This design comes from an exercise in tuning for a short achievable clock period and few clock cycles on the open sky130 flow, not from production work. The RTL was checked by simulation tests, not by an equivalence proof against the original design. Power figures rest on the tool's default switching activity, not on a simulated workload.

**flow/design.v**
```verilog
module pipelined_processor (
	input clk,     
	input reset,   
	output [63:0] imem_addr,
	input  [31:0] imem_rdata,
	output [63:0] dmem_addr,
	output [63:0] dmem_wdata,
	output        dmem_we,
	input  [63:0] dmem_rdata
);
	localparam OP_R  = 7'b0110011;
	localparam OP_I  = 7'b0010011;
	localparam OP_LD = 7'b0000011;
	localparam OP_ST = 7'b0100011;
	localparam OP_BR = 7'b1100011;
	reg  [63:0] pc;
	reg         d_valid;
	reg  [31:0] d_inst;
	reg  [63:0] d_alt;       
	reg         d_pred;
	reg  [3:0]  d_pidx;
	reg         e_valid;
	reg  [63:0] e_a, e_b, e_c;    
	reg         e_fa, e_fb, e_fc;  
	reg         e_la, e_lb, e_lc;  
	reg         e_sub, e_and, e_or;
	reg         e_ld, e_st, e_br, e_wen;
	reg  [4:0]  e_rd;
	reg         e_beq, e_blt;
	reg         e_pred;
	reg  [63:0] e_alt;
	reg  [3:0]  e_pidx;
	reg  [63:0] m_res;       
	reg  [63:0] m_addr;      
	reg  [63:0] m_wdata;
	reg         m_we;
	reg         m_ld, m_wen;
	reg  [4:0]  m_rd;
	reg         m_br;        
	reg  [63:0] m_ba, m_bb;
	reg         m_beq, m_blt;
	reg         m_pred;
	reg  [63:0] m_alt;
	reg  [3:0]  m_pidx;
	reg  [63:0] rf [1:31];
	reg  [1:0]  bp [0:15];
	assign dmem_addr  = m_addr;
	assign dmem_wdata = m_wdata;
	assign dmem_we    = m_we;
	wire [63:0] m_wbdata = m_ld ? dmem_rdata : m_res;
	wire m_eq = (m_ba == m_bb);
	wire m_lt = (m_ba[63] != m_bb[63]) ? m_ba[63] : (m_ba[62:0] < m_bb[62:0]);
	wire m_taken = (m_beq & m_eq) | (m_blt & m_lt);
	wire m_redir = m_br & (m_taken != m_pred);
	wire [63:0] ea = e_fa ? m_res : e_a;
	wire [63:0] eb = e_fb ? m_res : e_b;
	wire [63:0] ec = e_lc ? dmem_rdata : (e_fc ? m_res : e_c);
	wire [63:0] e_sum = ea + (e_sub ? ~eb : eb) + {63'd0, e_sub};
	wire [63:0] e_res = e_and ? (ea & eb) : e_or ? (ea | eb) : e_sum;
	wire e_late = e_la | e_lb;
	wire e_eq = (ea == eb);
	wire e_lt = (ea[63] != eb[63]) ? ea[63] : (ea[62:0] < eb[62:0]);
	wire e_taken = (e_beq & e_eq) | (e_blt & e_lt);
	wire e_bres = e_valid & e_br & ~e_late;            
	wire e_redir = e_bres & (e_taken != e_pred) & ~m_redir;
	wire e_go = e_valid & ~m_redir;                   
	wire [6:0] d_op  = d_inst[6:0];
	wire [4:0] d_rd  = d_inst[11:7];
	wire [2:0] d_f3  = d_inst[14:12];
	wire [4:0] d_rs1 = d_inst[19:15];
	wire [4:0] d_rs2 = d_inst[24:20];
	wire d_isR  = (d_op == OP_R);
	wire d_isI  = (d_op == OP_I);
	wire d_isLd = (d_op == OP_LD);
	wire d_isSt = (d_op == OP_ST);
	wire d_isBr = (d_op == OP_BR);
	wire d_wen  = (d_isR | d_isI | d_isLd) & (d_rd != 5'd0);
	wire d_use1 = d_isR | d_isI | d_isLd | d_isSt | d_isBr;
	wire d_use2 = d_isR | d_isSt | d_isBr;
	wire [63:0] d_immI = {{52{d_inst[31]}}, d_inst[31:20]};
	wire [63:0] d_immS = {{52{d_inst[31]}}, d_inst[31:25], d_inst[11:7]};
	wire [63:0] d_r1 = (d_rs1 == 5'd0) ? 64'd0 :
	                   (m_wen && m_rd == d_rs1) ? m_wbdata : rf[d_rs1];
	wire [63:0] d_r2 = (d_rs2 == 5'd0) ? 64'd0 :
	                   (m_wen && m_rd == d_rs2) ? m_wbdata : rf[d_rs2];
	wire d_hit1 = e_valid & e_wen & (e_rd == d_rs1);
	wire d_hit2 = e_valid & e_wen & (e_rd == d_rs2);
	wire d_stall = d_valid & e_valid & e_ld &
	               ((d_hit1 & (d_isR | d_isI | d_isLd | d_isSt)) | (d_hit2 & d_isR));
	assign imem_addr = pc;
	wire [31:0] f_inst = imem_rdata;
	wire        f_isBr = (f_inst[6:0] == OP_BR);
	wire        f_same = (f_inst[19:15] == f_inst[24:20]);
	wire        f_beq  = (f_inst[14:12] == 3'b000);
	wire        f_blt  = (f_inst[14:12] == 3'b100);
	wire [3:0]  f_pidx = pc[5:2];
	wire        f_pred = f_isBr & ((f_beq & f_same) | (~(f_blt & f_same) & bp[f_pidx][1]));
	wire [12:0] f_imm = {f_inst[31], f_inst[7], f_inst[30:25], f_inst[11:8], 1'b0};
	wire [13:0] f_lo  = {1'b0, pc[12:0]} + {1'b0, f_imm};
	wire [50:0] pc_hi     = pc[63:13];
	wire [50:0] pc_hi_inc = pc_hi + 51'd1;
	wire [50:0] pc_hi_dec = pc_hi - 51'd1;
	wire [50:0] f_hi = (f_lo[13] == f_imm[12]) ? pc_hi :
	                   f_lo[13] ? pc_hi_inc : pc_hi_dec;
	wire [63:0] f_target = {f_hi, f_lo[12:0]};
	wire [63:0] f_next   = {pc[63:2] + 62'd1, pc[1:0]};
	integer i;
	always @(posedge clk) begin
		if (reset)
			pc <= 64'd0;
		else if (m_redir)
			pc <= m_alt;
		else if (e_redir)
			pc <= e_alt;
		else if (!d_stall)
			pc <= f_pred ? f_target : f_next;
		if (reset || m_redir || e_redir)
			d_valid <= 1'b0;
		else if (!d_stall)
			d_valid <= 1'b1;
		if (!d_stall) begin
			d_inst <= f_inst;
			d_alt  <= f_pred ? f_next : f_target;
			d_pred <= f_pred;
			d_pidx <= f_pidx;
		end
		if (reset || m_redir || e_redir || d_stall)
			e_valid <= 1'b0;
		else
			e_valid <= d_valid;
		e_a  <= d_r1;
		e_b  <= (d_isI | d_isLd) ? d_immI : d_isSt ? d_immS : d_r2;
		e_c  <= d_r2;
		e_fa <= d_hit1 & ~e_ld;
		e_fb <= d_hit2 & ~e_ld & (d_isR | d_isBr);
		e_fc <= d_hit2 & ~e_ld;
		e_la <= d_hit1 & e_ld;
		e_lb <= d_hit2 & e_ld & d_isBr;
		e_lc <= d_hit2 & e_ld;
		e_sub <= d_isBr | (d_isR & d_inst[30] & (d_f3 == 3'b000));
		e_and <= (d_isR | d_isI) & (d_f3 == 3'b111);
		e_or  <= (d_isR | d_isI) & (d_f3 == 3'b110);
		e_ld  <= d_isLd;
		e_st  <= d_isSt;
		e_br  <= d_isBr;
		e_wen <= d_wen;
		e_rd  <= d_rd;
		e_beq <= d_f3 == 3'b000;
		e_blt <= d_f3 == 3'b100;
		e_pred <= d_pred;
		e_alt  <= d_alt;
		e_pidx <= d_pidx;
		m_res <= e_res;
		if (e_ld | e_st)
			m_addr <= e_sum;
		if (e_st)
			m_wdata <= ec;
		if (reset) begin
			m_we  <= 1'b0;
			m_wen <= 1'b0;
			m_br  <= 1'b0;
		end else begin
			m_we  <= e_go & e_st;
			m_wen <= e_go & e_wen;
			m_br  <= e_go & e_br & e_late;
		end
		m_ld  <= e_ld;
		m_rd  <= e_rd;
		m_ba  <= e_la ? dmem_rdata : ea;
		m_bb  <= e_lb ? dmem_rdata : eb;
		m_beq <= e_beq;
		m_blt <= e_blt;
		m_pred <= e_pred;
		m_alt  <= e_alt;
		m_pidx <= e_pidx;
		if (m_wen)
			rf[m_rd] <= m_wbdata;
		if (reset) begin
			for (i = 0; i < 16; i = i + 1)
				bp[i] <= 2'b10;
		end else begin
			if (m_br) begin
				if (m_taken && bp[m_pidx] != 2'b11)
					bp[m_pidx] <= bp[m_pidx] + 2'b01;
				else if (!m_taken && bp[m_pidx] != 2'b00)
					bp[m_pidx] <= bp[m_pidx] - 2'b01;
			end
			if (e_bres && !m_redir) begin
				if (e_taken && bp[e_pidx] != 2'b11)
					bp[e_pidx] <= bp[e_pidx] + 2'b01;
				else if (!e_taken && bp[e_pidx] != 2'b00)
					bp[e_pidx] <= bp[e_pidx] - 2'b01;
			end
		end
	end
endmodule
```
**flow/run.sh**
```bash
#!/bin/bash
# synth_recipe.tcl (not shown) runs the flow's synth.tcl, then flattens the netlist and writes it again
# the make line also repeats each setting of config.mk as NAME=value (left out here)
make -C /OpenROAD-flow-scripts/flow DESIGN_CONFIG=/design/flow/config.mk WORK_HOME=/design/flow/orfs CLKGATE_MAP_FILE= SYNTH_SCRIPT=/design/flow/synth_recipe.tcl finish
```
**flow/config.mk**
```make
export PLATFORM = sky130hd
export DESIGN_NAME = pipelined_processor
export DESIGN_NICKNAME = pipelined_processor
export VERILOG_FILES = /design/flow/design.v
export SDC_FILE = /design/flow/constraint.sdc
export NUM_CORES = 8
export LEC_CHECK = 0
export CAP_MARGIN = 20
export CORE_MARGIN = 2
export CORE_UTILIZATION = 40
export PLACE_DENSITY = 0.6
export SLEW_MARGIN = 20
```
**flow/constraint.sdc**
```tcl
create_clock -name core_clock -period 8.5 [get_ports {clk}]
set_input_delay 1.7000 -clock core_clock [delete_from_list [all_inputs] [get_ports {clk}]]
set_output_delay 1.7000 -clock core_clock [all_outputs]
set_load 0.01 [all_outputs]
```
==> flow_summary.json <==
{
  "outcome": "finished clean",
  "remaining_drc_errors": 0,
  "worst_r2r_startpoint": "e_fb",
  "number_of_buffer_cells_added_on_primary_ports": 290,
  "layout_min_cycle_time_ps": 6910,
  "p_leak_nw": 54.2,
  "cp_slowest_cell": "sky130_fd_sc_hd__a311oi_1",
  "rows": 217,
  "timing.critical_path.from_type": "input pin",
  "ys.flop_type": "sky130_fd_sc_hd__edfxtp_1",
  "sum_neg_setup_slack_ps": 0,
  "max_slew.worst_pin.slew_ps": 1230,
  "fin_skew_ps": 61.1,
  "tritoncts.num_buffers": 311,
  "fp.dieH_um": 597,
  "timing.critical_path.fanout_max": 22,
  "grt_antenna_before_repair": 31,
  "setup.worst_path.end_class": "register",
  "floorplan.initialDensity_pct": 40.2,
  "critPathKind": "in2reg",
  "synthesis.area_um2": 141000,
  "timing.critical_path.required_ps": 9100,
  "most-common-layout-cells": "sky130_fd_sc_hd__edfxtp_1 (2,245), sky130_fd_sc_hd__mux4_2 (1,019), sky130_fd_sc_hd__dfxtp_1 (613)",
  "clock_tree_from_tritoncts": "done",
  "syn_nets": 9996,
  "gr-usage-all-layers_pct": 26.5,
  "cts.htree.levels": 5,
  "hold_slack_ps": 314,
  "cts.sink_count": 2873,
  "seq_area_frac_synth_pct": 56.9,
  "max-vdd-ir-drop_v": 0.000162,
  "timing.critical_path.to": "d_alt[60]",
  "die_area_um2": 356000,
  "dp_hpwl_mm": 296,
  "clk_pin_slew_ps": 70,
  "post_cts.repair.setup_buffers": 0,
  "grt_start_max_net_pins": 132,
  "global_route_wire_length_before_repair_mm": 682,
  "detail_route.wl_per_cell_um": 33.3,
  "drt_iter0_markers": 11400,
  "synth.avg_cell_area_um2": 14.8,
  "max-slew-margin-rel_pct": 17.2,
  "die_x_um": 597,
  "worst_hold_startpoint": "e_alt[20]",
  "grt_pass1_vias": 91600,
  "rrSetupSlack_ps": 1920,
  "routability_driven_placement_congestion_ratio": 0.941,
  "power.density_nw_per_um2": 233,
  "routed_antenna_nets": 0,
  "finish.net_count": 10100,
  "drv.max_cap_violation_count": 0,
  "min-delay-path-class": "reg2reg",
  "post_cts_hold_buffer_count": 0,
  "synth.lib_cells_used.distinct": 92,
  "cp.arrival_ps": 7510,
  "post_synth_inst_count": 9517,
  "io_pins": 291,
  "netlist.top_cell.by_area": "sky130_fd_sc_hd__edfxtp_1",
  "cts-resized-gates": 0,
  "gr-total-overflow": 0,
  "setup-violations-final": 0,
  "cts-root-to-sink-buffers": 4,
  "yosysWarnings": 1,
  "fmax_ghz": 0.145,
  "synth_top_area_share_pct": 48.0,
  "clkLatencyLatePin_ps": 910,
  "critPathMaxStageDelay_ps": 620,
  "crit_start": "imem_rdata[8]",
  "core_area_um2": 350000,
  "reg2reg_to": "pc[5]",
  "slew_viol_final": 0,
  "synth_async_sr_flop_share_pct": 0,
  "crit_path_cell_trace": "clkdlybuf4s50_1, ha_1, fa_1, a211o_1, o211ai_1, a211o_1, nand3_1, nand2_2, buf_4, ha_1, a21oi_1, o211ai_1, a211oi_1, a211oi_1, o21ai_0, o21ai_0, a311oi_1, xor2_1, a21oi_1",
  "layout_commonest_cell": "sky130_fd_sc_hd__edfxtp_1",
  "via_count": 92500,
  "post_route_cells_drive_above_1_share_pct": 21.9,
  "rsz0062_at_grt": "false",
  "min_period_over_period_pct": 81.2,
  "routed_wl_mm": 484,
  "ys_seq_elements": 2873,
  "synth-edff-count": 2245,
  "first_pass_iters": 6,
  "clk_root_buffer_cell": "sky130_fd_sc_hd__clkbuf_16",
  "hold_path_depth": 0,
  "post_synth_main_area_contributors": "sky130_fd_sc_hd__edfxtp_1 (48%), sky130_fd_sc_hd__mux4_2 (16%), sky130_fd_sc_hd__dfxtp_1 (8.9%)",
  "timing.reg2reg.worst_path_depth": 14,
  "syn2layout_area_growth_pct": 12.9,
  "final_hold_viol_count": 0,
  "route.detailed.vias_per_inst": 6.38
}
## worst min-delay path by stage
stage | to
floorplan | m_alt[23]
global placement | e_alt[56]
detailed placement | e_alt[1]
CTS | m_alt[26]
global route | m_alt[26]
finish | m_alt[20]
## Yosys cell counts, drive strengths merged (19+ instances only)
master / count
dfxtp: 628
mux4: 1019
buf: 239
inv: 300
and2: 28
xor2: 61
mux2: 373
mux2i: 469
o21bai: 28
a31oi: 44
o211ai: 38
o31ai: 19
nand4: 52
nor2b: 58
nor3: 156
clkbuf: 432
xnor2: 172
o21ai: 381
or3: 25
a21oi: 549
a21o: 138
nor4: 43
a211oi: 135
nor2: 468
edfxtp: 2245
nand2: 360
nand2b: 22
nand3: 148
a211o: 19
o21a: 27
o22ai: 19
o221ai: 58
and3: 60
a221oi: 128
ha: 378
## power breakdown
| part | internal, W | switching [W] |
|---|---|---|
| Clock | 0.00779 | 0.00578 |
| Sequential | 0.0171 | 0.000354 |
| Combinational | 0.00178 | 0.00409 |
| Total | 0.0267 | 0.0102 |
## layer usage
metal  routed length, um  vias to the layer above  global-route usage (%)
met2              227000                     5219                    42.6
met1              187000                    48200                    35.2
met3               48400                     1026                    5.61
li1                    -                    38100                       -
met4               21100                       10                    10.5
met5                  67                        -                       0
## metrics by stage
step	power [W]	setup WS, ps	util [%]	cells	area [um2]
floorplan	0.0212	1750	-	9517	141000
global placement	0.0234	457	42.5	13900	149000
detailed placement	0.0235	761	42.5	13900	149000
CTS	0.0370	1670	45.4	14500	159000
global route	0.0381	1190	45.4	14500	159000
finish	0.0369	1590	45.4	14500	159000
## kinds of logic after synthesis
kind of cell / Yosys count / synth area share (%)
xor gates and xnor gates: 233 / 1.45
and+or+nand+nor: 1484 / 5.08
buffers and inverters: 971 / 2.72
AOI/OAI and AO/OA: 1714 / 7.77
adders and majority gates: 381 / 3.41
muxes: 1861 / 22.7
DFF: 2873 / 56.9
## registers in the layout, indices dropped and copies added, names as in the netlist, 4 cells and up, named ones only
register,count
m_rd,5
m_pidx,4
e_c,64
bp,32
d_alt,64
m_bb,64
e_pidx,4
e_alt,64
rf,1984
pc,64
m_res,64
d_inst,32
e_a,64
m_ba,64
m_alt,64
d_pidx,4
e_rd,5
e_b,64
m_addr,64
m_wdata,64
## layout make-up
cell class | count | area, um2
Antenna cell | 9 | 22.5
Clock buffer | 406 | 8540
Clock inverter | 153 | 1440
Fill cell | 30400 | 191000
Inverter | 300 | 1130
Multi-Input combinational cell | 5673 | 57200
Sequential cell | 2873 | 80000
Tap cell | 4599 | 5750
Timing Repair Buffer | 487 | 4650
## worst max-delay path, delay by kind of cell
kind	cells	cell delay, ps
AND/OR/NAND/NOR	2	630
AO/OA/AOI/OAI	11	3250
adder cells (fa/ha/maj)	3	960
XOR/XNOR	1	200
buffers and inverters	2	720
Testbench counts, summed over its fixed seeds: cycles 27,357.

what the ideal ports hide:
No port has a modelled driver above. Below, the same layout with a new extraction and two added sets of constraints.
Step 1, drivers: a clkbuf_16 drives clk and a buf_2 each remaining input, both assumed.
Step 2 moves the port delays by t, midway between the first and last clock arrival at a register: inputs arrive t later, outputs are due t later. That takes back most of the time a late clock gives input paths.
Slacks: ideal / step 1 / step 2; pairs: ideal / step 1.
shift t [ns]: 0.988
slack for setup (ns): 1.595 / 1.671 / 0.682
hold WS [ns]: 0.314 / 0.314 / 0.314
worst setup path at the end: input to register
worst register clock-pin slew, ns: 0.07 / 0.07
After both steps this run still meets setup and hold. For this run, drivers alone change the setup slack by +0.076 ns; drivers and shift together by -0.913 ns.
